What follows belongs to an exercise in optimizing a design on an open flow for small area, a short achievable clock period and few clock cycles per item; a production flow would make more cautious choices. At most, simulation tests tie the RTL to the original design; equivalence was not proved. No functional check of the RTL was part of runs 2 to 5.

**design/flow/design.v**
```verilog
module counter (
	input clk, rst,
	output reg [7:0] step
);
	always @(posedge clk) begin
		if (rst)
			step <= 8'b0000_0001;
		else
			step <= {step[6:0], step[7]};
	end
endmodule
module rotator
(
	input [16:0] x, y,
	input [15:0] angle,
	input neg_dir,
	input [7:0] step,
	output [16:0] xp, yp,
	output [15:0] angle_p,
	output y_is_zero
);
	wire signed [16:0] y_signed = y;
	reg [16:0] x_shifted, y_shifted;
	reg [15:0] t;
	wire y_neg = y[16];
	wire y_pos = ~y[16];
	integer i;
	reg signed [16:0] y_sh;
	localparam [127:0] T = {16'h0051, 16'h00a3, 16'h0146, 16'h028b,
	                        16'h0511, 16'h09fb, 16'h12e4, 16'h2000};
	always @(*) begin
		x_shifted = 17'd0;
		y_shifted = 17'd0;
		t = 16'd0;
		for (i = 0; i < 8; i = i + 1) begin
			x_shifted = x_shifted | ((x >> i) & {17{step[i]}});
			y_sh = y_signed >>> i;
			y_shifted = y_shifted | (y_sh & {17{step[i]}});
			t = t | (T[16*i +: 16] & {16{step[i]}});
		end
	end
	assign xp = x + (y_shifted ^ {17{y_neg}}) + y_neg;
	assign yp = y + (x_shifted ^ {17{y_pos}}) + y_pos;
	wire sub = y_neg ^ neg_dir;
	assign angle_p = angle + (t ^ {16{sub}}) + sub;
	assign y_is_zero = ~|y;
endmodule
module cordic_mod(
	input clk, rst,
	input signed [15:0] inp_x, inp_y,
	output [15:0] arctan,
	output reg valid
);
	reg [16:0] x, y;
	reg [15:0] angle;
	reg neg_dir;	 
	reg stop;	 
	wire is_x_negative = inp_x[15];
	wire is_y_negative = inp_y[15];
	wire is_x_zero = ~|inp_x;
	wire is_y_zero = ~|inp_y;
	wire [16:0] abs_x = is_x_negative ? -{inp_x[15], inp_x} : {1'b0, inp_x};
	wire [16:0] abs_y = is_y_negative ? -{inp_y[15], inp_y} : {1'b0, inp_y};
	reg [15:0] start_angle;
	always @(*) begin
		if (is_x_zero)
			start_angle = {is_y_negative, {15{~is_y_negative}}};
		else if (is_y_zero)
			start_angle = 16'h0000;
		else case ({is_x_negative, is_y_negative})
			2'b00: start_angle = 16'h0000;
			2'b01: start_angle = 16'h0000;
			2'b10: start_angle = 16'h7fff;
			2'b11: start_angle = 16'h8001;
		endcase
	end
	wire [7:0] step;
	counter cntr(clk, rst, step);
	wire [16:0] xp, yp;
	wire [15:0] angle_p;
	wire y_is_zero;
	rotator rttr(x, y, angle, neg_dir, step, xp, yp, angle_p, y_is_zero);
	wire step_en = ~valid & ~stop & ~y_is_zero;
	always @(posedge clk) begin
		if (rst) begin
			x <= abs_x;
			y <= abs_y;
			angle <= start_angle;
			neg_dir <= is_x_negative ^ is_y_negative;
			stop <= is_x_zero;
		end
		else begin
			x <= xp;
			y <= yp;
			if (step_en)
				angle <= angle_p;
			stop <= stop | y_is_zero;
		end
	end
	always @(posedge clk) begin
		if (rst)
			valid <= 1'b0;
		else if (step[7])
			valid <= 1'b1;
	end
	assign arctan = angle;
endmodule
```
**design/flow/flow/run.sh**
```bash
#!/bin/bash
# The standard layout, except that the port buffers are the smallest buffer
# (buf_1) instead of the flow's default
# pick. Synthesis is the standard one, unchanged.
set -euo pipefail
bash standard.sh synth > synth.log 2>&1
bash standard.sh BUFFER_PORTS_ARGS="-buffer_cell sky130_fd_sc_hd__buf_1" finish > layout.log 2>&1
```
**design/flow/standard.sh**
```bash
#!/bin/bash
# synth_recipe.tcl (not shown) runs the flow's synth.tcl, then flattens the netlist and writes it again
# the make line also repeats each setting of config.mk as NAME=value (left out here)
make -C /OpenROAD-flow-scripts/flow DESIGN_CONFIG=/design/flow/config.mk WORK_HOME=/design/flow/orfs CLKGATE_MAP_FILE= SYNTH_SCRIPT=/design/flow/synth_recipe.tcl "${@:-finish}"
```
**design/flow/config.mk**
```make
export PLATFORM = sky130hd
export DESIGN_NAME = cordic_mod
export DESIGN_NICKNAME = cordic_mod
export VERILOG_FILES = /design/flow/design.v
export SDC_FILE = /design/flow/constraint.sdc
export NUM_CORES = 4
export LEC_CHECK = 0
export CAP_MARGIN = 20
export CORE_MARGIN = 2
export CORE_UTILIZATION = 40
export CTS_BUF_LIST = sky130_fd_sc_hd__clkbuf_4 sky130_fd_sc_hd__clkbuf_8
export CTS_CLUSTER_DIAMETER = 100
export CTS_CLUSTER_SIZE = 32
export SETUP_SLACK_MARGIN = 4.5
export SLEW_MARGIN = 20
```
**design/flow/constraint.sdc**
```tcl
create_clock -name core_clock -period 8.0 [get_ports {clk}]
set_input_delay 1.6000 -clock core_clock [delete_from_list [all_inputs] [get_ports {clk}]]
set_output_delay 1.6000 -clock core_clock [all_outputs]
set_load 0.01 [all_outputs]
```
==> out/qor.csv, run 1 <==
metric,value,unit
routability congestion estimate,0.795,
initial core utilization,0.407,
Iteration-0 DRC Markers,679,
area of the die,17100,sq um
Ports,51,
Slowest cell on crit path,fa_2,
Vert. Die Dim,131,microns
Post-synth EDFFs,17,
crit-path max cell delay,370,ps
GRT Residual Overflow,0,
cts bufs inserted,9,
post-DP HPWL,12.1,mm
YS warnings,3,
H-tree levels,3,
GRT Resource Usage Total,0.206,
Root Driver,clkbuf_8,
Achievable Freq,295,MHz
layout cells sized above 1,0.0735,
async set-reset flop share out of synthesis,0,
number of distinct library cells after synthesis,67,
CP Data Required Time,8100,ps
clk buf depth,2,
Area Overhead vs Synth,9.91,%
mapped cell area,6410,sq um
cell family with most CP delay,compound AO/OA/AOI/OAI gates,
Sink Count,61,
predominant post-synthesis flop cell,dfxtp_1,
outcome,timing/DRC/antenna clean,
Avg Synthesized Cell Area,8.00,sq um
XOR/XNOR Fraction of Synth Area,0.143,
vias per cell,5.94,
# rows,46,
Worst Tran Pin Value,939,ps
final worst path period need,3390,ps
TritonRoute pass-1 iters,7,
type of the most critical hold path,flop to flop,
largest family of logic cells by synthesized area,compound AO/OA/AOI/OAI gates,
data arrival time of the critical path,3490,ps
"Non-Filler Cell Area, Final",7050,sq um
Post-Synth Simple-Gate Area,0.173,
multi-input logic area,4740,sq um
R2R Setup Slk,4610,ps
Post-DRT Antenna Nets,0,
WL final,17.5,mm
Setup Skew,8.20,ps
FILL cells,1633,
Max Cap Violations,0,
antenna violations before repair,0,
Synth top cells by count,"a22oi_1 (92), xnor2_1 (76), nand2_1 (55)",
final layout net count,896,
"CTS clk-pin slew, worst paths",70,ps
top-area cell type share of the netlist area,0.137,
final setup TNS,0,ps
CTS tree,done,
final hold viol count,0,
leading cell type by number of instances after synthesis,a22oi_1,
final setup vio count,0,
core footprint,15800,sq um
clock latency on the worst-skew pair,370,ps
Post-Synth Adder-Cell Area,0.103,
# diodes,0,
Die Width,131,microns
RSZ-0062 raised after global routing,yes,
via count,6131,
Yosys top cell by area,dfxtp_1,
Crit Path Max Fanout,28,
fin. max-slew vios,0,
"critical path, cell by cell","buf_8, nor2_2, nand2_2, mux2_2, fa_2, a21o_1, a21o_1, a21o_1, o31a_1, a21o_1, a311oi_2, xor2_1, o21ai_0",
Mapped Nets,887,
largest net degree at the start of global routing,60,
Synth Area in Compound Gates,0.283,
Hold Buf Count CTS,0,
"Seq/Total Area, Yosys",0.217,
worst rel slew slack,0.374,
critical path launch point type,flop,
global-route wire length before repair,27.9,mm
number of global-route vias before repair,5418,
Synth Register Bits,61,
worst setup path class,flop to flop,
ranking of synthesized cells by area,"dfxtp_1 (14%), a22oi_1 (11%), xnor2_1 (10%)",
port bufs,50,
Syn Inst Count,802,
DR DRC count,0,
dpl cell area,6680,sq um
post-synthesis mux area share,0.0261,
Setup crit end kind,flop,
"most used cell, CP",a21o_1,
average wire per standard cell,16.9,microns
crit share post-route,0.424,
Storage cell area,1390,sq um
WP buf/inv,1,
[cells by family after synthesis]
group / after synthesis
buffers and inverters: 90
multiplexers: 16
AND/OR/NAND/NOR: 213
flip-flops: 61
adder cells (fa/ha/maj): 51
AO/OA/AOI/OAI: 267
XOR/XNOR: 104
[state kept, by name, summed over array words and instances (netlist names)]
signal and flops:
angle 16, stop 1, x 17, valid 1
y 17, cntr.step 8, neg_dir 1
[metrics by stage]
stage                util  setup slack (ps)  instances  hold WS, ps
CTS                 0.441              4480       1031          501
global placement    0.423              4010       1009          446
detailed placement  0.423              3920       1009          456
finish              0.447              4610       1032          512
global route        0.447              4420       1032          526
floorplan               -              4550        802          475
[routing by layer]
layer  share of wire  vias up  global-route usage
met5               0        -                   0
met4           0.018        0              0.0582
met3           0.049       22              0.0391
met2            0.49      183               0.344
met1            0.45     2903               0.272
li1                -     3023                   -
[path summary, 6_finish.rpt]
check	startpoint	end	cells past startpoint
hold reg to reg	cntr.step[2]$_SDFF_PP0_	cntr.step[3]$_SDFF_PP0_	1
setup / recovery	cntr.step[6]$_SDFF_PP0_	angle[10]$_DFFE_PP_	13
setup reg to reg	cntr.step[6]$_SDFF_PP0_	angle[10]$_DFFE_PP_	13
hold / removal	cntr.step[2]$_SDFF_PP0_	cntr.step[3]$_SDFF_PP0_	1
[repair_timing]
action / 4_1_cts / 5_1_grt
pin swaps: 1 / 3
gates resized for setup: 9 / 19
buffers inserted: 6 / 1
setup endpoints to repair: 25 / 20
[area by class of cell]
class                           instances  area share
Clock buffer                           12      0.0217
Clock inverter                          4     0.00675
Inverter                               21      0.0114
Multi-Input combinational cell        651       0.673
Sequential cell                        61       0.198
Tap cell                              216      0.0383
Timing Repair Buffer                   67      0.0517
[worst reg2reg max path, delay by kind of cell (launching register included)]
kind	cells	cell delay, ps
adders and majority gates	1	370
DFF	1	320
and+or+nand+nor	2	350
buffers and inverters	1	170
xor gates and xnor gates	1	160
AOI/OAI and AO/OA	7	1440
muxes	1	310
[cells in the final DEF, fill, tap and decap left out, drive strengths merged, types with 4 or more instances in the layout]
| cell | netlist | final |
|---|---|---|
| a211oi | 4 | 4 |
| a21o | 22 | 22 |
| a21oi | 34 | 34 |
| a221oi | 4 | 4 |
| a222oi | 6 | 6 |
| a22oi | 92 | 92 |
| buf | 31 | 67 |
| clkbuf | 38 | 12 |
| dfxtp | 44 | 44 |
| edfxtp | 17 | 17 |
| ha | 48 | 48 |
| inv | 20 | 20 |
| mux2i | 13 | 13 |
| nand2 | 55 | 55 |
| nand2b | 7 | 7 |
| nand3 | 13 | 13 |
| nand4 | 24 | 24 |
| nor2 | 37 | 37 |
| nor2b | 11 | 11 |
| nor3 | 19 | 19 |
| nor4 | 9 | 9 |
| o211ai | 6 | 6 |
| o21ai | 62 | 62 |
| o21bai | 4 | 4 |
| o31ai | 11 | 11 |
| o41ai | 4 | 4 |
| or2 | 4 | 4 |
| or3 | 9 | 9 |
| or4 | 8 | 8 |
| xnor2 | 76 | 76 |
| xor2 | 28 | 28 |
Testbench counts, summed over its fixed seeds: cycles 108,000, items 12,000.
==> run 2: changes to the inputs <==
--- a/design/flow/design.v
+++ b/design/flow/design.v
@@ -12,6 +12,7 @@
 module rotator
 (
 	input [16:0] x, y,
+	input y_pos,	 
 	input [15:0] angle,
 	input neg_dir,
 	input [7:0] step,
@@ -23,7 +24,6 @@
 	reg [16:0] x_shifted, y_shifted;
 	reg [15:0] t;
 	wire y_neg = y[16];
-	wire y_pos = ~y[16];
 	integer i;
 	reg signed [16:0] y_sh;
 	localparam [127:0] T = {16'h0051, 16'h00a3, 16'h0146, 16'h028b,
@@ -41,7 +41,7 @@
 	end
 	assign xp = x + (y_shifted ^ {17{y_neg}}) + y_neg;
 	assign yp = y + (x_shifted ^ {17{y_pos}}) + y_pos;
-	wire sub = y_neg ^ neg_dir;
+	wire sub = ~(y_pos ^ neg_dir);
 	assign angle_p = angle + (t ^ {16{sub}}) + sub;
 	assign y_is_zero = ~|y;
 endmodule
@@ -52,6 +52,7 @@
 	output reg valid
 );
 	reg [16:0] x, y;
+	reg y_pos;	 
 	reg [15:0] angle;
 	reg neg_dir;	 
 	reg stop;	 
@@ -79,12 +80,13 @@
 	wire [16:0] xp, yp;
 	wire [15:0] angle_p;
 	wire y_is_zero;
-	rotator rttr(x, y, angle, neg_dir, step, xp, yp, angle_p, y_is_zero);
+	rotator rttr(x, y, y_pos, angle, neg_dir, step, xp, yp, angle_p, y_is_zero);
 	wire step_en = ~valid & ~stop & ~y_is_zero;
 	always @(posedge clk) begin
 		if (rst) begin
 			x <= abs_x;
 			y <= abs_y;
+			y_pos <= 1'b1;
 			angle <= start_angle;
 			neg_dir <= is_x_negative ^ is_y_negative;
 			stop <= is_x_zero;
@@ -92,6 +94,7 @@
 		else begin
 			x <= xp;
 			y <= yp;
+			y_pos <= ~yp[16];
 			if (step_en)
 				angle <= angle_p;
 			stop <= stop | y_is_zero;
==> run 2 against run 1 <==
  * Design area increased by 5.6%
  * Register-to-register slack worse by 190 ps
  * Fmax fell by 8.2%
  * Wire length is 4.2% higher
  * Critical path depth shrank 1
  * Synthesized cell count is 0.12% higher
  * Die area is essentially flat
  * Count of clock-buffer cells in the layout shrank 3
  * Worst hold slack improved by 21 ps
  * Clock skew barely moved
  * Critical path type is now input pin to flop
  * Highest routed layer unchanged
==> out/qor.csv, run 2 <==
metric,value,unit,change
data arrival time of the critical path,3810,ps,was 3490 ps
port bufs,50,,unchanged
Syn Inst Count,803,,was 802
type of the most critical hold path,flop to flop,,unchanged
final setup vio count,0,,unchanged
ranking of synthesized cells by area,"dfxtp_1 (14%), a22oi_1 (11%), ha_1 (9.4%)",,"was dfxtp_1 (14%), a22oi_1 (11%), xnor2_1 (10%)"
Synth Register Bits,62,,was 61
WL met2,8.66,mm,was 8.48 mm
mapped cell area,6410,sq um,about the same
"Seq/Total Area, Yosys",0.220,,was 0.217
clk buf depth,2,,unchanged
predominant post-synthesis flop cell,dfxtp_1,,unchanged
TritonRoute pass-1 iters,10,,was 7
Setup Skew,8.10,ps,was 8.20 ps
core footprint,15800,sq um,unchanged
crit share post-route,0.461,,was 0.424
Hold Buf Count CTS,0,,unchanged
Die Width,131,microns,about the same
Util after Layout,0.472,,was 0.447
Ports,51,,unchanged
final layout net count,919,,was 896
area of the die,17100,sq um,about the same
post-DP HPWL,12.1,mm,about the same
Yosys top cell by area,dfxtp_1,,unchanged
clock latency on the worst-skew pair,360,ps,was 370 ps
Max Cap Violations,0,,unchanged
DRT met1 WL,7.98,mm,was 7.81 mm
YS warnings,3,,unchanged
RSZ-0062 raised after global routing,yes,,unchanged
vias per cell,5.87,,was 5.94
Mapped Nets,888,,was 887
routability congestion estimate,0.842,,was 0.795
global-route wire length before repair,28.9,mm,was 27.9 mm
H-tree levels,3,,unchanged
Setup crit end kind,flop,,unchanged
final setup TNS,0,ps,unchanged
Sink Count,62,,was 61
Post-DRT Antenna Nets,0,,unchanged
multi-input logic area,4820,sq um,was 4740 sq um
Crit Path Max Fanout,4,,was 28
CTS tree,done,,unchanged
# rows,46,,unchanged
"commonest non-fill, non-tap cell in the layout",a22oi_1,,unchanged
Vert. Die Dim,131,microns,about the same
Critical Path End,angle[14]$_DFFE_PP_,,was angle[10]$_DFFE_PP_
FILL cells,1604,,was 1633
worst setup path class,input pin to flop,,was flop to flop
worst reg2reg endpoint,angle[14]$_DFFE_PP_,,was angle[10]$_DFFE_PP_
"commonest non-fill, non-tap cells in the layout","a22oi_1 (85), xnor2_1 (57), nand2_1 (55)",,"was a22oi_1 (92), xnor2_1 (76), nand2_1 (54)"
async set-reset flop share out of synthesis,0,,unchanged
via count,6191,,was 6131
Setup crit start,inp_y[0],,was cntr.step[6]$_SDFF_PP0_
top-area cell type share of the netlist area,0.141,,was 0.137
WL met3,1.02,mm,was 864 microns
outcome,timing/DRC/antenna clean,,unchanged
DR DRC count,0,,unchanged
reg2reg start,neg_dir$_DFFE_PP_,,was cntr.step[6]$_SDFF_PP0_
Iteration-0 DRC Markers,640,,was 679
leading cell type by number of instances after synthesis,a22oi_1,,unchanged
layout cells sized above 1,0.135,,was 0.0735
"CTS clk-pin slew, worst paths",70,ps,about the same
hold slack,532,ps,was 512 ps
WL final,18.2,mm,was 17.5 mm
antenna violations before repair,0,,unchanged
Achievable Freq,271,MHz,was 295 MHz
final hold viol count,0,,unchanged
final worst path period need,3690,ps,was 3390 ps
cts bufs inserted,9,,unchanged
Post-synth EDFFs,17,,unchanged
worst rel slew slack,0.404,,was 0.374
fin. max-slew vios,0,,unchanged
average wire per standard cell,17.3,microns,was 16.9 microns
critical path launch point type,input pin,,was flop
largest net degree at the start of global routing,93,,was 60
DR top layer,met4,,unchanged
number of global-route vias before repair,5677,,was 5418
Storage cell area,1430,sq um,was 1390 sq um
Avg Synthesized Cell Area,7.98,sq um,was 8.00 sq um
R2R depth,14,,was 13
CP Data Required Time,8120,ps,was 8100 ps
Area Overhead vs Synth,16.1,%,was 9.91%
Root Driver,clkbuf_8,,unchanged
R2R Setup Slk,4420,ps,was 4610 ps
Synth top cells by count,"a22oi_1 (90), xnor2_1 (57), nand2_1 (56)",,"was a22oi_1 (92), xnor2_1 (76), nand2_1 (55)"
Worst Tran Pin Value,894,ps,was 939 ps
initial core utilization,0.406,,was 0.407
number of distinct library cells after synthesis,69,,was 67
Top Registers,"x (17), y (17), angle (16)",,unchanged
# diodes,0,,unchanged
GRT Resource Usage Total,0.212,,was 0.206
GRT Residual Overflow,0,,unchanged
-- run 2: layout make-up --
type,instances,share of cell area
inverters,30,0.0172
repair buffers,86,0.0792
well taps,216,0.0363
flip-flops and latches,62,0.193
multi-input cells,645,0.648
clock inverters,6,0.0104
clock buffers,9,0.0166
-- run 2: critical path, cell delays in order --
cell and delay (ps):
buf_4 130, inv_4 50, ha_4 120, nand2_2 50, or3_4 370, or2_4 240, or3_4 360, o311ai_4 260
o21ai_4 100, nand2_2 130, o311ai_1 110, a311o_1 290
-- run 2: logic make-up after synthesis --
group | count (synthesis) | synth area share
adder cells (fa/ha/maj) | 51 | 0.103
AND/OR/NAND/NOR | 216 | 0.172
flip-flops | 62 | 0.220
multiplexers | 10 | 0.0156
AO/OA/AOI/OAI | 269 | 0.293
XOR/XNOR | 99 | 0.138
buffers and inverters | 96 | 0.0586
-- run 2: worst min path at each step --
stage | to | cells after the start | startpoint | slack (ps)
global placement | stop$_DFF_P_ | 2 | stop$_DFF_P_ | 510
finish | stop$_DFF_P_ | 2 | stop$_DFF_P_ | 530
CTS | stop$_DFF_P_ | 2 | stop$_DFF_P_ | 530
detailed placement | stop$_DFF_P_ | 2 | stop$_DFF_P_ | 500
floorplan | stop$_DFF_P_ | 2 | stop$_DFF_P_ | 480
global route | stop$_DFF_P_ | 2 | stop$_DFF_P_ | 530
-- run 2: routing by layer --
layer | up-vias | GRT usage
met5 | - | 0
met4 | 0 | 0.0751
met3 | 39 | 0.0379
met2 | 196 | 0.343
met1 | 2902 | 0.285
li1 | 3054 | -
-- run 2: what timing repair did --
| action | 4_1_cts | 5_1_grt |
|---|---|---|
| cloned | 1 | 2 |
| buffers inserted | 14 | 8 |
| endpoints found under the setup margin | 28 | 23 |
| pin swaps | 9 | 18 |
| resized for setup | 41 | 41 |
-- run 2: stage by stage --
step / area (sq um) / worst slack (ps) / std cells
finish: 7440 / 4310 / 1054
global route: 7440 / 4210 / 1054
CTS: 7180 / 4360 / 1044
detailed placement: 6720 / 3590 / 1014
global placement: 6720 / 3610 / 1014
floorplan: 6440 / 4220 / 803
==> run 3: changes to the inputs <==
--- a/design/flow/design.v
+++ b/design/flow/design.v
@@ -12,7 +12,6 @@
 module rotator
 (
 	input [16:0] x, y,
-	input y_pos,	 
 	input [15:0] angle,
 	input neg_dir,
 	input [7:0] step,
@@ -24,6 +23,7 @@
 	reg [16:0] x_shifted, y_shifted;
 	reg [15:0] t;
 	wire y_neg = y[16];
+	wire y_pos = ~y[16];
 	integer i;
 	reg signed [16:0] y_sh;
 	localparam [127:0] T = {16'h0051, 16'h00a3, 16'h0146, 16'h028b,
@@ -41,21 +41,21 @@
 	end
 	assign xp = x + (y_shifted ^ {17{y_neg}}) + y_neg;
 	assign yp = y + (x_shifted ^ {17{y_pos}}) + y_pos;
-	wire sub = ~(y_pos ^ neg_dir);
+	wire sub = y_neg ^ neg_dir;
 	assign angle_p = angle + (t ^ {16{sub}}) + sub;
 	assign y_is_zero = ~|y;
 endmodule
 module cordic_mod(
 	input clk, rst,
 	input signed [15:0] inp_x, inp_y,
-	output [15:0] arctan,
+	output reg [15:0] arctan,
 	output reg valid
 );
 	reg [16:0] x, y;
-	reg y_pos;	 
 	reg [15:0] angle;
 	reg neg_dir;	 
 	reg stop;	 
+	reg done;	 
 	wire is_x_negative = inp_x[15];
 	wire is_y_negative = inp_y[15];
 	wire is_x_zero = ~|inp_x;
@@ -80,13 +80,13 @@
 	wire [16:0] xp, yp;
 	wire [15:0] angle_p;
 	wire y_is_zero;
-	rotator rttr(x, y, y_pos, angle, neg_dir, step, xp, yp, angle_p, y_is_zero);
+	rotator rttr(x, y, angle, neg_dir, step, xp, yp, angle_p, y_is_zero);
 	wire step_en = ~valid & ~stop & ~y_is_zero;
+	wire last_en = valid & ~done & ~stop & ~y_is_zero;
 	always @(posedge clk) begin
 		if (rst) begin
 			x <= abs_x;
 			y <= abs_y;
-			y_pos <= 1'b1;
 			angle <= start_angle;
 			neg_dir <= is_x_negative ^ is_y_negative;
 			stop <= is_x_zero;
@@ -94,17 +94,33 @@
 		else begin
 			x <= xp;
 			y <= yp;
-			y_pos <= ~yp[16];
-			if (step_en)
+			if (step_en | last_en)
 				angle <= angle_p;
 			stop <= stop | y_is_zero;
 		end
 	end
 	always @(posedge clk) begin
-		if (rst)
+		if (rst) begin
 			valid <= 1'b0;
-		else if (step[7])
-			valid <= 1'b1;
+			done <= 1'b0;
+		end
+		else begin
+			if (step[6])
+				valid <= 1'b1;
+			done <= valid;
+		end
 	end
-	assign arctan = angle;
+	wire last_sub = y[16] ^ neg_dir;
+	wire [7:0] lo_add = {1'b0, angle[6:0]} + 8'h51;	 
+	wire [7:0] lo_sub = {1'b0, angle[6:0]} - 8'h51;	 
+	wire [8:0] hi_inc = angle[15:7] + 9'd1;
+	wire [8:0] hi_dec = angle[15:7] - 9'd1;
+	always @(*) begin
+		if (!last_en)
+			arctan = angle;
+		else if (last_sub)
+			arctan = {lo_sub[7] ? hi_dec : angle[15:7], lo_sub[6:0]};
+		else
+			arctan = {lo_add[7] ? hi_inc : angle[15:7], lo_add[6:0]};
+	end
 endmodule
==> design/flow/run.sh (new file) <==
#!/bin/bash
# synth_recipe.tcl (not shown) runs the flow's synth.tcl, then flattens the netlist and writes it again
# the make line also repeats each setting of config.mk as NAME=value (left out here)
make -C /OpenROAD-flow-scripts/flow DESIGN_CONFIG=/design/flow/config.mk WORK_HOME=/design/flow/orfs CLKGATE_MAP_FILE= SYNTH_SCRIPT=/design/flow/synth_recipe.tcl finish
==> design/flow/config.mk (replaced) <==
export PLATFORM = sky130hd
export DESIGN_NAME = cordic_mod
export DESIGN_NICKNAME = cordic_mod
export VERILOG_FILES = /design/flow/design.v
export SDC_FILE = /design/flow/constraint.sdc
export NUM_CORES = 4
export LEC_CHECK = 0
export CAP_MARGIN = 20
export CORE_MARGIN = 2
export CORE_UTILIZATION = 40
export SETUP_SLACK_MARGIN = 5
export SLEW_MARGIN = 20
removed: design/flow/flow/run.sh
removed: design/flow/standard.sh
==> run 3 against run 2 <==
  * Worst setup slack worse by 320 ps
  * Critical path type is now flop to primary output
  * Critical endpoint is now arctan[7]
  * Flip-flop and latch count did not move
  * Core utilization up 20 points
  * Design area up 51%
==> out/qor.csv, run 3 <==
metric,value,unit,change
R2R Setup Slk,4010,ps,was 4420 ps
layout cells sized above 1,0.432,,was 0.135
Sink Count,62,,unchanged
initial core utilization,0.412,,was 0.406
clock latency on the worst-skew pair,350,ps,was 360 ps
final hold viol count,0,,unchanged
routability congestion estimate,0.846,,was 0.842
Avg Synthesized Cell Area,7.71,sq um,was 7.98 sq um
leading cell type by number of instances after synthesis,xnor2_1,,was a22oi_1
Worst Tran Pin Value,737,ps,was 894 ps
Crit Path Max Fanout,4,,unchanged
XOR/XNOR Fraction of Synth Area,0.153,,was 0.138
port bufs,50,,unchanged
RSZ-0062 raised after global routing,yes,,unchanged
core footprint,16700,sq um,was 15800 sq um
clk buf depth,2,,unchanged
number of global-route vias before repair,7516,,was 5677
Yosys top cell by area,dfxtp_1,,unchanged
Synth Area in Compound Gates,0.280,,was 0.293
Setup Skew,7.57,ps,was 8.10 ps
average wire per standard cell,21.6,microns,was 17.3 microns
area of the die,18300,sq um,was 17100 sq um
hold endpoint,done$_SDFF_PP0_,,was stop$_DFF_P_
final setup vio count,0,,unchanged
"CTS clk-pin slew, worst paths",60,ps,was 70 ps
global-route wire length before repair,40.4,mm,was 28.9 mm
worst setup path class,flop to primary output,,was input pin to flop
Vert. Die Dim,135,microns,was 131 microns
Hold Buf Count CTS,0,,unchanged
largest family of logic cells by synthesized area,compound AO/OA/AOI/OAI gates,,unchanged
critical path launch point type,flop,,was input pin
GRT Residual Overflow,0,,unchanged
YS warnings,3,,unchanged
post-synthesis mux area share,0.0147,,was 0.0156
Synth top cells by count,"xnor2_1 (96), a22oi_1 (92), nand2_1 (73)",,"was a22oi_1 (90), xnor2_1 (57), nand2_1 (56)"
Die Width,135,microns,was 131 microns
cts bufs inserted,9,,unchanged
Worst Hold Depth,1,,was 2
"commonest non-fill, non-tap cells in the layout","buf_4 (130), xnor2_1 (79), a22oi_1 (76)",,"was a22oi_1 (85), xnor2_1 (57), nand2_1 (55)"
worst reg2reg endpoint,x[16]$_DFF_P_,,was angle[14]$_DFFE_PP_
worst rel slew slack,0.509,,was 0.404
Hold Startpoint,valid$_SDFFE_PP0P_,,was stop$_DFF_P_
Iteration-0 DRC Markers,1147,,was 640
predominant post-synthesis flop cell,dfxtp_1,,unchanged
post-DP HPWL,13.9,mm,was 12.1 mm
hold slack,545,ps,was 532 ps
ranking of synthesized cells by area,"dfxtp_1 (13%), xnor2_1 (12%), a22oi_1 (10%)",,"was dfxtp_1 (14%), a22oi_1 (11%), ha_1 (9.4%)"
Top Registers,"x (17), y (17), angle (16)",,unchanged
Post-Synth Adder-Cell Area,0.103,,about the same
Root Driver,clkbuf_16,,was clkbuf_8
"commonest non-fill, non-tap cell in the layout",buf_4,,was a22oi_1
largest net degree at the start of global routing,55,,was 93
# diodes,0,,unchanged
CP Data Required Time,6400,ps,was 8120 ps
fin. max-slew vios,0,,unchanged
final worst path period need,4010,ps,was 3690 ps
fin cells,1334,,was 1054
Area Overhead vs Synth,63.6,%,was 16.1%
GRT Resource Usage Total,0.279,,was 0.212
vias per cell,6.30,,was 5.87
Post-synth EDFFs,17,,unchanged
Ports,51,,unchanged
async set-reset flop share out of synthesis,0,,unchanged
Mapped Nets,981,,was 888
data arrival time of the critical path,2410,ps,was 3810 ps
"Seq/Total Area, Yosys",0.205,,was 0.220
# rows,47,,was 46
Syn Inst Count,892,,was 803
R2R depth,20,,was 14
TritonRoute pass-1 iters,9,,was 10
Placed Cells incl. Taps,1103,,was 1014
FILL cells,1203,,was 1604
WL final,28.9,mm,was 18.2 mm
outcome,timing/DRC/antenna clean,,unchanged
Synth Register Bits,62,,unchanged
final layout net count,1198,,was 919
Util after Layout,0.674,,was 0.472
Achievable Freq,249,MHz,was 271 MHz
DR DRC count,0,,unchanged
reg2reg start,y[5]$_DFF_P_,,was neg_dir$_DFFE_PP_
antenna violations before repair,0,,unchanged
CTS tree,done,,unchanged
Max Cap Violations,0,,unchanged
H-tree levels,3,,unchanged
Post-DRT Antenna Nets,0,,unchanged
type of the most critical hold path,flop to flop,,unchanged
via count,8398,,was 6191
Setup crit end kind,primary output,,was flop
final setup TNS,0,ps,unchanged
mapped cell area,6880,sq um,was 6410 sq um
top-area cell type share of the netlist area,0.131,,was 0.141
Post-Synth Simple-Gate Area,0.185,,was 0.172
number of distinct library cells after synthesis,62,,was 69
crit share post-route,0.502,,was 0.461
==> run 3: cell count changes in the layout (fill, tap and decap cells not counted), sizes merged, moves of 10 or more <==
cell and delta:
nand2 +16, xor2 -17, o21ai +26, xnor2 +38, bufbuf +10, nand2b +13
buf +156
==> run 3: worst max-delay path by stage <==
stage                  startpoint         end  cells past startpoint
5_1_grt        angle[2]$_DFFE_PP_  arctan[15]                     10
3_3_place_gp        y[16]$_DFF_P_   arctan[8]                      8
4_1_cts              y[5]$_DFF_P_   arctan[8]                      8
2_1_floorplan  angle[2]$_DFFE_PP_  arctan[15]                      9
6_report             y[5]$_DFF_P_   arctan[7]                     10
3_5_place_dp        y[16]$_DFF_P_   arctan[8]                      8
==> run 3: layout make-up <==
class / count / area, sq um / area share
multi-input combinational: 726 / 6250 / 0.555
timing repair buffer: 275 / 2800 / 0.249
sequential: 62 / 1480 / 0.132
tap: 220 / 275 / 0.0244
clock buffer: 11 / 243 / 0.0216
inverter: 34 / 146 / 0.0130
clock inverter: 5 / 48.8 / 0.00433
timing repair inverter: 1 / 7.51 / 0.000667
==> run 3: worst max-delay path, cell delays in order (launching register included) <==
cell	delay, ps
dfxtp_4	370
nor4_4	270
nand4_1	180
nor4_4	260
nor2_2	90
and3b_2	270
buf_4	150
buf_6	120
o21ai_4	60
xnor2_2	130
buf_2	150
==> run 3: cells by family (layout without fill, tap and decap cells) <==
| logic type | after synthesis | after routing |
|---|---|---|
| AOI/OAI and AO/OA | 287 | 287 |
| and+or+nand+nor | 253 | 254 |
| DFF | 62 | 62 |
| adders and majority gates | 55 | 55 |
| xor gates and xnor gates | 120 | 120 |
| buffers and inverters | 105 | 326 |
| muxes | 10 | 10 |
==> run 3: timing repair <==
action | 4_1_cts | 5_1_grt
gates cloned | 13 | 0
gates resized for setup | 330 | 170
endpoints found under the hold margin | 0 | 0
setup endpoints to repair | 63 | 57
setup buffers | 147 | 55
pin swaps | 99 | 99
==> run 3: stage by stage <==
| step | cell area, sq um | setup WS (ps) |
|---|---|---|
| floorplan | 7130 | 4470 |
| global placement | 7610 | 3040 |
| detailed placement | 7610 | 2940 |
| CTS | 10200 | 3990 |
| global route | 11300 | 3880 |
| finish | 11300 | 3990 |
==> run 3: per-layer routing <==
layer | up-vias | global-route usage | part of all wire
met5 | - | 0 | 0
met4 | 0 | 0.0949 | 0.049
met3 | 162 | 0.0692 | 0.095
met2 | 530 | 0.431 | 0.45
met1 | 3966 | 0.381 | 0.40
li1 | 3740 | - | -
==> run 4: changes to the inputs <==
--- a/design/flow/config.mk
+++ b/design/flow/config.mk
@@ -8,5 +8,8 @@
 export CAP_MARGIN = 20
 export CORE_MARGIN = 2
 export CORE_UTILIZATION = 40
-export SETUP_SLACK_MARGIN = 5
+export CTS_BUF_LIST = sky130_fd_sc_hd__clkbuf_4 sky130_fd_sc_hd__clkbuf_8
+export CTS_CLUSTER_DIAMETER = 100
+export CTS_CLUSTER_SIZE = 32
+export SETUP_SLACK_MARGIN = 4.5
 export SLEW_MARGIN = 20
==> run 4 against run 3 <==
  * Core utilization shrank 11 points
  * Critical path depth is the same
  * Worst hold slack better by 15 ps
  * Count of clock-buffer cells in the layout stayed put
  * Final cell count decreased by 8.5%
  * First-iteration DRC count down 24%
  * Critical path type unchanged
  * Largest cell class unchanged
  * Register-to-register slack improved by 310 ps
==> out/qor.csv, run 4 <==
metric,value,unit,change
Worst Tran Pin Value,750,ps,was 737 ps
vias per cell,5.92,,was 6.30
Max Cap Violations,0,,unchanged
Top Registers,"x (17), y (17), angle (16)",,unchanged
post-DP HPWL,13.8,mm,was 13.9 mm
Post-synth EDFFs,17,,unchanged
routability congestion estimate,0.839,,was 0.846
RSZ-0062 raised after global routing,yes,,unchanged
average wire per standard cell,18.8,microns,was 21.6 microns
Vert. Die Dim,135,microns,unchanged
initial core utilization,0.412,,unchanged
"commonest non-fill, non-tap cell in the layout",xnor2_1,,was buf_4
worst setup path class,flop to primary output,,unchanged
area of the die,18300,sq um,unchanged
Synth top cells by count,"xnor2_1 (96), a22oi_1 (92), nand2_1 (73)",,unchanged
WL final,22.9,mm,was 28.9 mm
final setup TNS,0,ps,unchanged
cell family with most CP delay,simple AND/OR/NAND/NOR gates,,unchanged
H-tree levels,3,,unchanged
Post-DRT Antenna Nets,0,,unchanged
YS warnings,3,,unchanged
predominant post-synthesis flop cell,dfxtp_1,,unchanged
layout cells sized above 1,0.280,,was 0.432
via count,7224,,was 8398
crit-path max cell delay,460,ps,was 370 ps
data arrival time of the critical path,2410,ps,about the same
# diodes,0,,unchanged
number of distinct library cells after synthesis,62,,unchanged
Mapped Nets,981,,unchanged
CP Data Required Time,6400,ps,about the same
Achievable Freq,250,MHz,was 249 MHz
CTS tree,done,,unchanged
GRT Residual Overflow,0,,unchanged
type of the most critical hold path,flop to flop,,unchanged
global-route wire length before repair,33.9,mm,was 40.4 mm
Synth Register Bits,62,,unchanged
Root Driver,clkbuf_8,,was clkbuf_16
antenna violations before repair,0,,unchanged
final layout net count,1085,,was 1198
"critical path, cell by cell","nor2_2, a31oi_2, o21ai_2, nand2_1, or3_1, a21oi_2, and2_4, o21ai_1, xnor2_1, buf_2",,"was nor4_4, nand4_1, nor4_4, nor2_2, and3b_2, buf_4, buf_6, o21ai_4, xnor2_2, buf_2"
mapped cell area,6880,sq um,unchanged
cts bufs inserted,9,,unchanged
Setup Skew,11.4,ps,was 7.57 ps
clock latency on the worst-skew pair,380,ps,was 350 ps
ranking of synthesized cells by area,"dfxtp_1 (13%), xnor2_1 (12%), a22oi_1 (10%)",,unchanged
Setup crit end kind,primary output,,unchanged
Ports,51,,unchanged
"Seq/Total Area, Yosys",0.205,,unchanged
DR DRC count,0,,unchanged
number of global-route vias before repair,6510,,was 7516
Sink Count,62,,unchanged
Hold Buf Count CTS,0,,unchanged
worst rel slew slack,0.498,,was 0.509
R2R Setup Slk,4320,ps,was 4010 ps
largest net degree at the start of global routing,57,,was 55
Syn Inst Count,892,,unchanged
Iteration-0 DRC Markers,877,,was 1147
crit share post-route,0.501,,was 0.502
outcome,timing/DRC/antenna clean,,unchanged
"CTS clk-pin slew, worst paths",80,ps,was 60 ps
GRT Resource Usage Total,0.230,,was 0.279
clk buf depth,2,,unchanged
Yosys top cell by area,dfxtp_1,,unchanged
final setup vio count,0,,unchanged
hold slack,560,ps,was 545 ps
# rows,47,,unchanged
Crit Path Max Fanout,3,,was 4
TritonRoute pass-1 iters,8,,was 9
"commonest non-fill, non-tap cells in the layout","xnor2_1 (87), a22oi_1 (84), buf_4 (80)",,"was buf_4 (130), xnor2_1 (79), a22oi_1 (76)"
Avg Synthesized Cell Area,7.71,sq um,unchanged
final worst path period need,4010,ps,about the same
Area Overhead vs Synth,36.0,%,was 63.6%
Die Width,135,microns,unchanged
leading cell type by number of instances after synthesis,xnor2_1,,unchanged
final hold viol count,0,,unchanged
port bufs,50,,unchanged
Slowest cell on crit path,edfxtp_1,,was dfxtp_4
core footprint,16700,sq um,unchanged
WP buf/inv,1,,was 3
critical path launch point type,flop,,unchanged
async set-reset flop share out of synthesis,0,,unchanged
top-area cell type share of the netlist area,0.131,,unchanged
fin. max-slew vios,0,,unchanged
==> run 4: final cells by class <==
type / count / area (sq um)
Clock inverter: 5 / 50.0
Tap cell: 220 / 275
Fill cell: 1587 / 7340
Sequential cell: 62 / 1480
Timing Repair Buffer: 162 / 1630
Inverter: 34 / 134
Timing Repair inverter: 1 / 7.51
Multi-Input combinational cell: 726 / 5650
Clock buffer: 11 / 139
==> run 4: cells by family after synthesis <==
family | Yosys count | synth area share
buffers and inverters | 105 | 0.0593
muxes | 10 | 0.0147
DFF | 62 | 0.205
adders and majority gates | 55 | 0.103
and+or+nand+nor | 253 | 0.185
xor gates and xnor gates | 120 | 0.153
AOI/OAI and AO/OA | 287 | 0.280
==> run 4: worst register-to-register path, cell delays in order, from the launching register on <==
cell and delay (ps):
dfxtp_4 350, buf_12 130, buf_12 120, xnor2_4 170
buf_8 150, clkinvlp_4 180, buf_6 170, buf_6 120
xnor2_4 160, inv_2 50, fa_2 360, nor2b_2 140
o21ai_2 70, a21oi_2 200, o21ai_2 90, a21boi_2 180
o2111ai_2 180, a31oi_2 270, o41ai_2 100, xor2_1 160
o21ai_1 70
==> run 4: stage by stage <==
step	worst slack [ps]	instances	area [sq um]	util
final	3990	1221	9360	0.560
after CTS	3970	1172	8380	0.502
after global placement	3600	1104	7500	0.449
after detailed placement	3520	1104	7500	0.449
after floorplan	4470	892	6910	-
after global routing	3870	1221	9360	0.560
==> run 4: what timing repair did <==
item / CTS / global route
pin swaps: 29 / 59
cloned: 4 / 8
gates resized for setup: 169 / 122
setup endpoints to repair: 45 / 41
buffers inserted: 48 / 41
==> run 4: final timing paths <==
check / startpoint / endpoint / depth (start not counted)
max: angle[2]$_DFFE_PP_ / arctan[15] / 10
min: valid$_SDFFE_PP0P_ / done$_SDFF_PP0_ / 1
max reg2reg: y[16]$_DFF_P_ / angle[14]$_DFFE_PP_ / 20
min reg2reg: valid$_SDFFE_PP0P_ / done$_SDFF_PP0_ / 1
==> run 4: routing by layer <==
metal	part of all wire	wire length [microns]	track usage
met2	0.46	10600	0.363
met4	0.022	507	0.0862
met3	0.067	1530	0.0251
met5	0	0	0
met1	0.45	10300	0.324
==> run 5: changes to the inputs <==
--- a/design/flow/design.v
+++ b/design/flow/design.v
@@ -39,29 +39,42 @@
 			t = t | (T[16*i +: 16] & {16{step[i]}});
 		end
 	end
-	assign xp = x + (y_shifted ^ {17{y_neg}}) + y_neg;
-	assign yp = y + (x_shifted ^ {17{y_pos}}) + y_pos;
+	adder #(17) add_x(x, y_shifted ^ {17{y_neg}}, y_neg, xp);
+	adder #(17) add_y(y, x_shifted ^ {17{y_pos}}, y_pos, yp);
 	wire sub = y_neg ^ neg_dir;
-	assign angle_p = angle + (t ^ {16{sub}}) + sub;
+	adder #(16) add_angle(angle, t ^ {16{sub}}, sub, angle_p);
 	assign y_is_zero = ~|y;
+endmodule
+module adder #(parameter W = 17) (
+	input [W-1:0] a, b,
+	input cin,
+	output [W-1:0] sum
+);
+	assign sum = a + b + cin;
+endmodule
+module abs17 (
+	input [15:0] a,
+	output [16:0] abs_a
+);
+	assign abs_a = a[15] ? 17'd0 - {1'b1, a} : {1'b0, a};
 endmodule
 module cordic_mod(
 	input clk, rst,
 	input signed [15:0] inp_x, inp_y,
-	output reg [15:0] arctan,
+	output [15:0] arctan,
 	output reg valid
 );
 	reg [16:0] x, y;
 	reg [15:0] angle;
 	reg neg_dir;	 
 	reg stop;	 
-	reg done;	 
 	wire is_x_negative = inp_x[15];
 	wire is_y_negative = inp_y[15];
 	wire is_x_zero = ~|inp_x;
 	wire is_y_zero = ~|inp_y;
-	wire [16:0] abs_x = is_x_negative ? -{inp_x[15], inp_x} : {1'b0, inp_x};
-	wire [16:0] abs_y = is_y_negative ? -{inp_y[15], inp_y} : {1'b0, inp_y};
+	wire [16:0] abs_x, abs_y;
+	abs17 abs_x_unit(inp_x, abs_x);
+	abs17 abs_y_unit(inp_y, abs_y);
 	reg [15:0] start_angle;
 	always @(*) begin
 		if (is_x_zero)
@@ -82,7 +95,6 @@
 	wire y_is_zero;
 	rotator rttr(x, y, angle, neg_dir, step, xp, yp, angle_p, y_is_zero);
 	wire step_en = ~valid & ~stop & ~y_is_zero;
-	wire last_en = valid & ~done & ~stop & ~y_is_zero;
 	always @(posedge clk) begin
 		if (rst) begin
 			x <= abs_x;
@@ -94,33 +106,16 @@
 		else begin
 			x <= xp;
 			y <= yp;
-			if (step_en | last_en)
+			if (step_en)
 				angle <= angle_p;
 			stop <= stop | y_is_zero;
 		end
 	end
 	always @(posedge clk) begin
-		if (rst) begin
+		if (rst)
 			valid <= 1'b0;
-			done <= 1'b0;
-		end
-		else begin
-			if (step[6])
-				valid <= 1'b1;
-			done <= valid;
-		end
+		else if (step[7])
+			valid <= 1'b1;
 	end
-	wire last_sub = y[16] ^ neg_dir;
-	wire [7:0] lo_add = {1'b0, angle[6:0]} + 8'h51;	 
-	wire [7:0] lo_sub = {1'b0, angle[6:0]} - 8'h51;	 
-	wire [8:0] hi_inc = angle[15:7] + 9'd1;
-	wire [8:0] hi_dec = angle[15:7] - 9'd1;
-	always @(*) begin
-		if (!last_en)
-			arctan = angle;
-		else if (last_sub)
-			arctan = {lo_sub[7] ? hi_dec : angle[15:7], lo_sub[6:0]};
-		else
-			arctan = {lo_add[7] ? hi_inc : angle[15:7], lo_add[6:0]};
-	end
+	assign arctan = angle;
 endmodule
--- a/design/flow/config.mk
+++ b/design/flow/config.mk
@@ -8,8 +8,7 @@
 export CAP_MARGIN = 20
 export CORE_MARGIN = 2
 export CORE_UTILIZATION = 40
-export CTS_BUF_LIST = sky130_fd_sc_hd__clkbuf_4 sky130_fd_sc_hd__clkbuf_8
-export CTS_CLUSTER_DIAMETER = 100
-export CTS_CLUSTER_SIZE = 32
 export SETUP_SLACK_MARGIN = 4.5
 export SLEW_MARGIN = 20
+export SYNTH_HIERARCHICAL = 1
+export SYNTH_MINIMUM_KEEP_SIZE = 0
==> run 5 against run 4 <==
  * Count of clock-buffer cells in the layout increased by 4
  * Core utilization down 10 points
  * Via count down 9.5%
  * Register-to-register slack improved by 270 ps
  * Area after synthesis grew 3.1%
  * Synthesized cell count down 5.9%
  * Non-clock buffer count decreased by 97
  * Global-route usage decreased by 2.2 points
  * Sequential share of layout area rose by 1.8 points
  * Critical path type is now flop to flop
==> out/qor.csv, run 5 <==
metric,value,unit,change
fin cells,1068,,was 1221
fin. max-slew vios,0,,unchanged
WL met3,873,microns,was 1.53 mm
GRT Resource Usage Total,0.208,,was 0.230
final hold viol count,0,,unchanged
Die Width,137,microns,was 135 microns
leading cell type by number of instances after synthesis,a22oi_1,,was xnor2_1
Root Driver,clkbuf_16,,was clkbuf_8
data arrival time of the critical path,3630,ps,was 2410 ps
type of the most critical hold path,flop to flop,,unchanged
GRT Residual Overflow,0,,unchanged
mapped cell area,7090,sq um,was 6880 sq um
"CTS clk-pin slew, worst paths",60,ps,was 80 ps
Synth Area in Compound Gates,0.260,,was 0.280
CTS tree,done,,unchanged
Syn Inst Count,839,,was 892
Mapped Nets,928,,was 981
vias per cell,6.12,,was 5.92
port bufs,50,,unchanged
top-area cell type share of the netlist area,0.124,,was 0.131
CP Data Required Time,8220,ps,was 6400 ps
largest net degree at the start of global routing,69,,was 57
DR DRC count,0,,unchanged
R2R depth,11,,was 20
clk buf depth,2,,unchanged
outcome,timing/DRC/antenna clean,,unchanged
average wire per standard cell,18.0,microns,was 18.8 microns
routability congestion estimate,0.828,,was 0.839
FILL cells,1755,,was 1587
Hold Buf Count CTS,0,,unchanged
Area Overhead vs Synth,12.0,%,was 36.0%
core footprint,17300,sq um,was 16700 sq um
Sink Count,61,,was 62
number of distinct library cells after synthesis,71,,was 62
area of the die,18800,sq um,was 18300 sq um
"Seq/Total Area, Yosys",0.196,,was 0.205
R2R Setup Slk,4590,ps,was 4320 ps
crit share post-route,0.426,,was 0.501
number of global-route vias before repair,6182,,was 6510
Hold Startpoint,cntr.step[3]$_SDFF_PP0_,,was valid$_SDFFE_PP0P_
Post-DRT Antenna Nets,0,,unchanged
worst setup path class,flop to flop,,was flop to primary output
H-tree levels,3,,unchanged
setup slack at placement,4180,ps,was 3520 ps
layout cells sized above 1,0.126,,was 0.280
Vert. Die Dim,137,microns,was 135 microns
final worst path period need,3410,ps,was 4010 ps
Achievable Freq,293,MHz,was 250 MHz
Critical Path End,x[14]$_DFF_P_,,was arctan[15]
Post-Synth Simple-Gate Area,0.176,,was 0.185
ranking of synthesized cells by area,"dfxtp_1 (12%), a22oi_1 (9.7%), xnor2_1 (9.4%)",,"was dfxtp_1 (13%), xnor2_1 (12%), a22oi_1 (10%)"
post-DP HPWL,13.6,mm,was 13.8 mm
final layout net count,927,,was 1085
Yosys top cell by area,dfxtp_1,,unchanged
global-route wire length before repair,31.4,mm,was 33.9 mm
worst reg2reg endpoint,x[14]$_DFF_P_,,was angle[14]$_DFFE_PP_
Synth Register Bits,61,,was 62
post-synthesis mux area share,0.0638,,was 0.0147
WL final,19.3,mm,was 22.9 mm
Synth top cells by count,"a22oi_1 (92), xnor2_1 (76), ha_1 (49)",,"was xnor2_1 (96), a22oi_1 (92), nand2_1 (73)"
Post-Synth Adder-Cell Area,0.103,,about the same
critical path launch point type,flop,,unchanged
Setup Skew,9.25,ps,was 11.4 ps
Worst Tran Pin Value,893,ps,was 750 ps
WL met2,9.30,mm,was 10.6 mm
YS warnings,9,,was 3
XOR/XNOR Fraction of Synth Area,0.132,,was 0.153
Avg Synthesized Cell Area,8.46,sq um,was 7.71 sq um
worst rel slew slack,0.399,,was 0.498
final setup vio count,0,,unchanged
reg2reg start,y[16]$_DFF_P_,,unchanged
async set-reset flop share out of synthesis,0,,unchanged
Iteration-0 DRC Markers,552,,was 877
predominant post-synthesis flop cell,dfxtp_1,,unchanged
Post-synth EDFFs,17,,unchanged
Setup crit end kind,flop,,was primary output
"commonest non-fill, non-tap cells in the layout","a22oi_1 (90), xnor2_1 (76), ha_1 (49)",,"was xnor2_1 (87), a22oi_1 (84), buf_4 (80)"
Util after Layout,0.459,,was 0.560
"commonest non-fill, non-tap cell in the layout",a22oi_1,,was xnor2_1
# rows,48,,was 47
initial core utilization,0.410,,was 0.412
DRT met1 WL,8.65,mm,was 10.3 mm
Ports,51,,unchanged
Placed Cells incl. Taps,1048,,was 1104
final setup TNS,0,ps,unchanged
antenna violations before repair,0,,unchanged
Setup crit start,y[16]$_DFF_P_,,was angle[2]$_DFFE_PP_
largest family of logic cells by synthesized area,compound AO/OA/AOI/OAI gates,,unchanged
DR top layer,met4,,unchanged
# diodes,0,,unchanged
cts bufs inserted,9,,unchanged
final setup margin,4590,ps,was 3990 ps
Top Registers,"x (17), y (17), angle (16)",,unchanged
Max Cap Violations,0,,unchanged
TritonRoute pass-1 iters,7,,was 8
clock latency on the worst-skew pair,340,ps,was 380 ps
RSZ-0062 raised after global routing,yes,,unchanged
Crit Path Max Fanout,28,,was 3
via count,6535,,was 7224
[run 5: cell types whose count changed in the layout (fill, tap and decap cells not counted), sizes merged, moves of 9 or more]
cell	delta
inv	-14
o21ai	-50
mux2	+35
buf	-104
o211ai	+9
xnor2	-20
nand3	+12
nand2	-29
nor2	-16
clkdlybuf4s50	+24
[run 5: what timing repair did]
action,CTS,global route
setup buffers,3,1
setup endpoints to repair,11,26
resized for setup,3,19
pin swaps,1,5
[run 5: cell type report]
class | count | area, sq um | share of cell area
well taps | 225 | 282 | 0.0354
inverters | 19 | 71.3 | 0.00898
clock buffers | 15 | 288 | 0.0362
flip-flops and latches | 61 | 1400 | 0.176
multi-input cells | 682 | 5260 | 0.662
clock inverters | 1 | 5.00 | 0.000630
repair buffers | 65 | 641 | 0.0806
[run 5: layer usage]
metal	global-route usage	vias to the layer above
met3	0.0372	30
li1	-	3179
met4	0.0624	0
met2	0.351	190
met1	0.270	3136
met5	0	-
[run 5: logic make-up after synthesis]
| kind of cell | Yosys count |
|---|---|
| AOI/OAI and AO/OA | 255 |
| and+or+nand+nor | 225 |
| xor gates and xnor gates | 105 |
| buffers and inverters | 96 |
| DFF | 61 |
| adders and majority gates | 55 |
| muxes | 40 |
| other | 2 |
[run 5: how the worst min path moves through the flow]
stage	depth (start not counted)	slack (ps)	end
2_1_floorplan	1	430	cntr.step[1]$_SDFF_PP0_
3_3_place_gp	1	450	cntr.step[4]$_SDFF_PP0_
3_5_place_dp	1	470	cntr.step[4]$_SDFF_PP0_
4_1_cts	1	470	cntr.step[4]$_SDFF_PP0_
5_1_grt	1	500	cntr.step[4]$_SDFF_PP0_
6_report	1	480	cntr.step[4]$_SDFF_PP0_
[run 5: worst max-delay path, stage by stage (launching register included)]
cell	delay, ps
dfxtp_1	320
buf_6	290
inv_2	290
xnor2_1	230
fa_1	450
fa_2	390
a211oi_2	260
o211ai_1	210
a31oi_1	300
o21ai_1	110
xor2_1	160
mux2_2	260
[run 5: per-stage QoR]
step / instance area [sq um] / hold slack (ps)
floorplan: 7090 / 432
global placement: 7540 / 450
detailed placement: 7540 / 472
CTS: 7870 / 471
global route: 7940 / 500
finish: 7940 / 480
[run 5: modules after synthesis, one instance, submodules excluded, excerpt]
module / cell area [sq um] / cells / flops+latches
counter: 210 / 16 / 8
rotator: 1800 / 259 / 0
abs17: 352 / 47 / 0
cordic_mod: 2060 / 156 / 53

==> port drivers added, routing unchanged <==
The results above use ideal ports. As a check the final layouts listed here were re-extracted and re-timed, cells and wires unchanged.
Step 1 (the two cells are an assumption about what drives the block):
set clk [get_ports {clk}]
set_driving_cell -lib_cell sky130_fd_sc_hd__clkbuf_16 $clk
set_driving_cell -lib_cell sky130_fd_sc_hd__buf_2 [delete_from_list [all_inputs] $clk]
Step 2 times the ports against the registers' clock, not the clock port: input delays grow and output delays shrink by t, the midpoint of the rising clock arrivals with the driver on.
a / b / c = ideal ports / drivers / drivers and shift; a / b = the first two.
run	t, ns	setup slack, ns	cell pins on the clock port's net
run 1	0.402	4.612 / 4.612 / 4.281	1
run 2	0.398	4.310 / 4.324 / 3.926	1
run 3	0.390	3.987 / 3.942 / 4.009	1
run 4	0.410	3.993 / 3.961 / 4.181	1
run 5	0.378	4.592 / 4.592 / 4.254	1
After both steps every run listed still meets setup and hold. For run 2, which loses most, drivers alone change the setup slack by +0.014 ns; drivers and shift together by -0.384 ns.
